This design comes from an exercise in tuning for small area and a short achievable clock period on the open sky130 flow, not from production work. Where RTL was checked, it was by simulation tests only, not by an equivalence proof against the original. Power figures rest on the tool's default switching activity, not on a simulated workload.

alpha:
==> flow/design.v <==
module mux_inv (
    input  wire a,
    input  wire b,
    input  wire s,
    input  wire sn,
    output wire y
);
    assign y = ~((a | s) & (b | sn));
endmodule
module mux_buf (
    input  wire a,
    input  wire b,
    input  wire s,
    input  wire sn,
    output wire y
);
    assign y = (a | s) & (b | sn);
endmodule
module shifter_io_wrapper #(
    parameter integer WIDTH = 32,
    parameter integer BLOCK = 16
)(
    input  wire             clk,
    input  wire             v_in,
    input  wire [1:0]       opcode,
    input  wire [4:0]       shamt,
    input  wire [31:0]      din,
    output reg  [31:0]      dout,
    output reg              v_out
);
    genvar i;
    wire is_left  = (opcode == 2'b00);
    wire is_leftn = ~is_left;
    wire fill     = (opcode == 2'b10) & din[31];
    wire filln    = ~fill;
    wire [4:2] shn = ~shamt[4:2];
    wire [31:0] d1;    
    wire [31:0] d2;    
    wire [31:0] d3;    
    wire [31:0] d4;    
    generate
        for (i = 0; i < 32; i = i + 1) begin : g_s1
            mux_inv u_rev (.a(din[i]), .b(din[31-i]), .s(is_left), .sn(is_leftn), .y(d1[i]));
            mux_inv u_16 (.a(d1[i]), .b(i + 16 < 32 ? d1[(i + 16) % 32] : filln),
                          .s(shamt[4]), .sn(shn[4]), .y(d2[i]));
            mux_inv u_8  (.a(d2[i]), .b(i + 8 < 32 ? d2[(i + 8) % 32] : fill),
                          .s(shamt[3]), .sn(shn[3]), .y(d3[i]));
            mux_inv u_4  (.a(d3[i]), .b(i + 4 < 32 ? d3[(i + 4) % 32] : filln),
                          .s(shamt[2]), .sn(shn[2]), .y(d4[i]));
        end
    endgenerate
    reg [31:0] m_data;
    reg [1:0]  m_sh;
    reg        m_fill, m_left, m_v;
    always @(posedge clk) begin
        m_data <= d4;
        m_sh   <= shamt[1:0];
        m_fill <= fill;
        m_left <= is_left;
        m_v    <= v_in;
    end
    wire [1:0] m_shn   = ~m_sh;
    wire       m_filln = ~m_fill;
    wire       m_leftn = ~m_left;
    wire [31:0] e1;    
    wire [31:0] e2;    
    wire [31:0] e3;    
    generate
        for (i = 0; i < 32; i = i + 1) begin : g_s2
            mux_inv u_2   (.a(m_data[i]), .b(i + 2 < 32 ? m_data[(i + 2) % 32] : m_fill),
                           .s(m_sh[1]), .sn(m_shn[1]), .y(e1[i]));
            mux_inv u_1   (.a(e1[i]), .b(i + 1 < 32 ? e1[(i + 1) % 32] : m_filln),
                           .s(m_sh[0]), .sn(m_shn[0]), .y(e2[i]));
            mux_buf u_rev (.a(e2[i]), .b(e2[31-i]), .s(m_left), .sn(m_leftn), .y(e3[i]));
        end
    endgenerate
    always @(posedge clk) begin
        dout  <= e3;
        v_out <= m_v;
    end
endmodule
export LEC_CHECK = 0
export CAP_MARGIN = 20
export CORE_MARGIN = 2
export CORE_UTILIZATION = 40
export SETUP_SLACK_MARGIN = 0.8
export SLEW_MARGIN = 20
export SYNTH_HIERARCHICAL = 1
create_clock -name core_clock -period 2.5 [get_ports {clk}]
standard.sh (not shown) runs the stock make flow with config.mk's settings and CLKGATE_MAP_FILE= SYNTH_SCRIPT=/design/flow/synth_recipe.tcl, a recipe that flattens the netlist after the stock synthesis.
==> flow/flow/run.sh <==
#!/bin/bash
# Standard ORFS layout; only the cell used for the port buffers differs.
set -euo pipefail
bash standard.sh "BUFFER_PORTS_ARGS=-buffer_cell sky130_fd_sc_hd__buf_1" finish > standard_flow.log 2>&1
Setup changes, alpha to delta
==> flow/design.v <==
module mux_inv (
    input  wire a,
    input  wire b,
    input  wire s,
    input  wire sn,
    output wire y
);
    assign y = ~((a | s) & (b | sn));
endmodule
module mux_buf (
    input  wire a,
    input  wire b,
    input  wire s,
    input  wire sn,
    output wire y
);
    assign y = (a | s) & (b | sn);
endmodule
module shifter_io_wrapper #(
    parameter integer WIDTH = 32,
    parameter integer BLOCK = 16
)(
    input  wire             clk,
    input  wire             v_in,
    input  wire [1:0]       opcode,
    input  wire [4:0]       shamt,
    input  wire [31:0]      din,
    output reg  [31:0]      dout,
    output reg              v_out
);
    genvar i;
    wire is_left  = (opcode == 2'b00);
    wire is_leftn = ~is_left;
    wire fill     = (opcode == 2'b10) & din[31];
    wire filln    = ~fill;
    wire [4:3] shn = ~shamt[4:3];
    wire [31:0] d1;    
    wire [31:0] d2;    
    wire [31:0] d3;    
    generate
        for (i = 0; i < 32; i = i + 1) begin : g_s1
            mux_inv u_rev (.a(din[i]), .b(din[31-i]), .s(is_left), .sn(is_leftn), .y(d1[i]));
            mux_inv u_16 (.a(d1[i]), .b(i + 16 < 32 ? d1[(i + 16) % 32] : filln),
                          .s(shamt[4]), .sn(shn[4]), .y(d2[i]));
            mux_inv u_8  (.a(d2[i]), .b(i + 8 < 32 ? d2[(i + 8) % 32] : fill),
                          .s(shamt[3]), .sn(shn[3]), .y(d3[i]));
        end
    endgenerate
    reg [31:0] m_datan;             
    reg [2:0]  m_sh, m_shn;
    reg        m_left, m_leftn;
    reg        m_fill, m_v;
    always @(posedge clk) begin
        m_datan <= d3;
        m_sh    <= shamt[2:0];
        m_shn   <= ~shamt[2:0];
        m_left  <= is_left;
        m_leftn <= is_leftn;
        m_fill  <= fill;
        m_v     <= v_in;
    end
    wire m_filln = ~m_fill;
    wire [31:0] e1;    
    wire [31:0] e2;    
    wire [31:0] e3;    
    wire [31:0] e4;    
    generate
        for (i = 0; i < 32; i = i + 1) begin : g_s2
            mux_inv u_4   (.a(m_datan[i]), .b(i + 4 < 32 ? m_datan[(i + 4) % 32] : m_filln),
                           .s(m_sh[2]), .sn(m_shn[2]), .y(e1[i]));
            mux_inv u_2   (.a(e1[i]), .b(i + 2 < 32 ? e1[(i + 2) % 32] : m_fill),
                           .s(m_sh[1]), .sn(m_shn[1]), .y(e2[i]));
            mux_inv u_1   (.a(e2[i]), .b(i + 1 < 32 ? e2[(i + 1) % 32] : m_filln),
                           .s(m_sh[0]), .sn(m_shn[0]), .y(e3[i]));
            mux_buf u_rev (.a(e3[i]), .b(e3[31-i]), .s(m_left), .sn(m_leftn), .y(e4[i]));
        end
    endgenerate
    always @(posedge clk) begin
        dout  <= e4;
        v_out <= m_v;
    end
endmodule
==> notes.md <==
Looking at the reports, alpha completed the entire flow and the layout it produced met the timing, design-rule and antenna checks. Looking at the reports, delta completed the entire flow and the layout it produced met the timing, design-rule and antenna checks. Relative to alpha, netlist area before placement has gone up in delta. Per the comparison of delta with alpha, wire length fell 120 µm, highest fanout seen on the critical path went down by 3.0%. Of alpha and delta, the higher share of power burned in the clock network belongs to alpha. Compare alpha and delta | average size of a mapped cell higher: delta. Compare alpha and delta | sequential cell count lower: alpha.
Function not checked in delta: the RTL went through the layout flow alone.

========
## the reference run
shifter_io_wrapper, a different RTL version from the one above (not shown whole).
Size: roughly 70 flip-flops, roughly 74 I/O pins.
==> module shifter_io_wrapper, before the edit <==
module shifter_io_wrapper #(
    parameter integer WIDTH = 32,
    parameter integer BLOCK = 16
)(
    input  wire             clk,
    input  wire             v_in,
    input  wire [1:0]       opcode,
    input  wire [4:0]       shamt,
    input  wire [31:0]      din,
    output reg  [31:0]      dout,
    output reg              v_out
);
    integer i;
    wire is_left = (opcode == 2'b00);
    wire fill    = (opcode == 2'b10) & din[31];
    reg [31:0] a0;
    always @* for (i = 0; i < 32; i = i + 1) a0[i] = is_left ? din[31-i] : din[i];
    wire [31:0] a1 = shamt[4] ? {{16{fill}}, a0[31:16]} : a0;
    wire [31:0] a2 = shamt[3] ? {{8{fill}},  a1[31:8]}  : a1;
    wire [31:0] a3 = shamt[2] ? {{4{fill}},  a2[31:4]}  : a2;
    reg [31:0] m_data;
    reg [1:0]  m_sh;
    reg        m_fill, m_left, m_v;
    always @(posedge clk) begin
        m_data <= a3;
        m_sh   <= shamt[1:0];
        m_fill <= fill;
        m_left <= is_left;
        m_v    <= v_in;
    end
    wire [31:0] b1 = m_sh[1] ? {{2{m_fill}}, m_data[31:2]} : m_data;
    wire [31:0] b2 = m_sh[0] ? {m_fill, b1[31:1]} : b1;
    reg [31:0] b3;
    always @* for (i = 0; i < 32; i = i + 1) b3[i] = m_left ? b2[31-i] : b2[i];
    always @(posedge clk) begin
        dout  <= b3;
        v_out <= m_v;
    end
endmodule
export LEC_CHECK = 0
export ABC_AREA = 1
export CAP_MARGIN = 20
export CORE_MARGIN = 2
export CORE_UTILIZATION = 40
export SETUP_SLACK_MARGIN = 0.8
export SLEW_MARGIN = 20
create_clock -name core_clock -period 2.5 [get_ports {clk}]
Scripts as last shown in full above: flow/flow/run.sh
Changes in the trial run relative to the reference run:
--- a/flow/design.v
+++ b/flow/design.v
@@ -115,31 +115,55 @@
     input  wire [31:0]      din,
     output reg  [31:0]      dout,
     output reg              v_out
 );
     integer i;
     wire is_left = (opcode == 2'b00);
-    wire fill    = (opcode == 2'b10) & din[31];
-    reg [31:0] a0;
-    always @* for (i = 0; i < 32; i = i + 1) a0[i] = is_left ? din[31-i] : din[i];
-    wire [31:0] a1 = shamt[4] ? {{16{fill}}, a0[31:16]} : a0;
-    wire [31:0] a2 = shamt[3] ? {{8{fill}},  a1[31:8]}  : a1;
-    wire [31:0] a3 = shamt[2] ? {{4{fill}},  a2[31:4]}  : a2;
+    reg [31:0] x0;
+    always @* for (i = 0; i < 32; i = i + 1) x0[i] = is_left ? din[31-i] : din[i];
+    reg [31:0] p_data;
+    reg [4:0]  p_sh, p_shn;
+    reg        p_fill, p_left, p_leftn, p_v;
+    always @(posedge clk) begin
+        p_data  <= x0;
+        p_sh    <= shamt;
+        p_shn   <= ~shamt;
+        p_fill  <= (opcode == 2'b10) & din[31];
+        p_left  <= is_left;
+        p_leftn <= ~is_left;
+        p_v     <= v_in;
+    end
+    reg [31:0] a1, a2, a3;
+    always @* begin
+        for (i = 0; i < 32; i = i + 1)
+            a1[i] = (p_sh[4] & (i + 16 < 32 ? p_data[(i + 16) % 32] : p_fill)) | (p_shn[4] & p_data[i]);
+        for (i = 0; i < 32; i = i + 1)
+            a2[i] = (p_sh[3] & (i + 8 < 32 ? a1[(i + 8) % 32] : p_fill)) | (p_shn[3] & a1[i]);
+        for (i = 0; i < 32; i = i + 1)
+            a3[i] = (p_sh[2] & (i + 4 < 32 ? a2[(i + 4) % 32] : p_fill)) | (p_shn[2] & a2[i]);
+    end
     reg [31:0] m_data;
-    reg [1:0]  m_sh;
-    reg        m_fill, m_left, m_v;
+    reg [1:0]  m_sh, m_shn;
+    reg        m_fill, m_left, m_leftn, m_v;
     always @(posedge clk) begin
-        m_data <= a3;
-        m_sh   <= shamt[1:0];
-        m_fill <= fill;
-        m_left <= is_left;
-        m_v    <= v_in;
+        m_data  <= a3;
+        m_sh    <= p_sh[1:0];
+        m_shn   <= p_shn[1:0];
+        m_fill  <= p_fill;
+        m_left  <= p_left;
+        m_leftn <= p_leftn;
+        m_v     <= p_v;
     end
-    wire [31:0] b1 = m_sh[1] ? {{2{m_fill}}, m_data[31:2]} : m_data;
-    wire [31:0] b2 = m_sh[0] ? {m_fill, b1[31:1]} : b1;
-    reg [31:0] b3;
-    always @* for (i = 0; i < 32; i = i + 1) b3[i] = m_left ? b2[31-i] : b2[i];
+    reg [31:0] b1, b2, b3;
+    always @* begin
+        for (i = 0; i < 32; i = i + 1)
+            b1[i] = (m_sh[1] & (i + 2 < 32 ? m_data[(i + 2) % 32] : m_fill)) | (m_shn[1] & m_data[i]);
+        for (i = 0; i < 32; i = i + 1)
+            b2[i] = (m_sh[0] & (i + 1 < 32 ? b1[(i + 1) % 32] : m_fill)) | (m_shn[0] & b1[i]);
+        for (i = 0; i < 32; i = i + 1)
+            b3[i] = (m_left & b2[31-i]) | (m_leftn & b2[i]);
+    end
     always @(posedge clk) begin
         dout  <= b3;
         v_out <= m_v;
     end
 endmodule
[summary]
The trial run closes out successfully: all stages finished, all timing, DRC and antenna checks passed.
The trial run vs. the reference run: total of buffers placed on input and output ports was more or less identical; clock network contribution to total cell area grew by 3.4 points.
Where post-layout total power is concerned, the reference run is better than the trial run.
Per-cell via count in the routed design (the trial run vs. the reference run) decreases by more than 10%
What the trial run reported for power per unit of standard cell area has to be multiplied by 0.818 to get the figure for the reference run.
Core area up 2700 µm² in the trial run wrt the reference run
Sort the trial run and the reference run by fraction of power spent switching nets, descending, and the reference run comes first.
Diff the reference run -> the trial run | cell area | up by more than a quarter
Of the trial run and the reference run, it is the trial run that has the higher flip-flop and latch count.
The trial run gives more worst-case setup margin in the final layout than the reference run did.
In the tables for the trial run and the reference run, final worst hold slack reads higher with the reference run.
Compared with the reference run, the trial run shows a higher cell area after technology mapping.
Function was not checked in any run of this note: the RTL went through the layout flow alone.

port drivers added, routing unchanged:
The flow's constraints put no driver on any port. The routed layouts listed below were extracted and timed again, unchanged, in two steps. Step 1, drivers: a clkbuf_16 drives clk and a buf_2 each remaining input, both assumed. Step 2 times the ports against the registers' clock, not the clock port: input delays grow and output delays shrink by t, the midpoint of the rising clock arrivals with the driver on. a / b / c = ideal ports / drivers / drivers and shift; a / b = the first two.
| run | shift t [ns] | slack for setup (ns) | worst hold slack (ns) | worst slew at a driven data input, ns |
|---|---|---|---|---|
| alpha | 0.365 | 0.927 / 0.936 / 0.571 | 0.248 / 0.241 / 0.328 | 0.03 |
| delta | 0.375 | 0.969 / 0.969 / 0.668 | 0.247 / 0.245 / 0.326 | 0.04 |
| the reference run | 0.374 | 0.919 / 0.919 / 0.611 | 0.237 / 0.229 / 0.332 | 0.03 |
| the trial run | 0.447 | 1.144 / 1.105 / 1.180 | 0.178 / 0.161 / 0.323 | 0.04 |
After both steps every run listed still meets setup and hold. For alpha, which loses most, drivers alone change the setup slack by +0.009 ns; drivers and shift together by -0.356 ns.
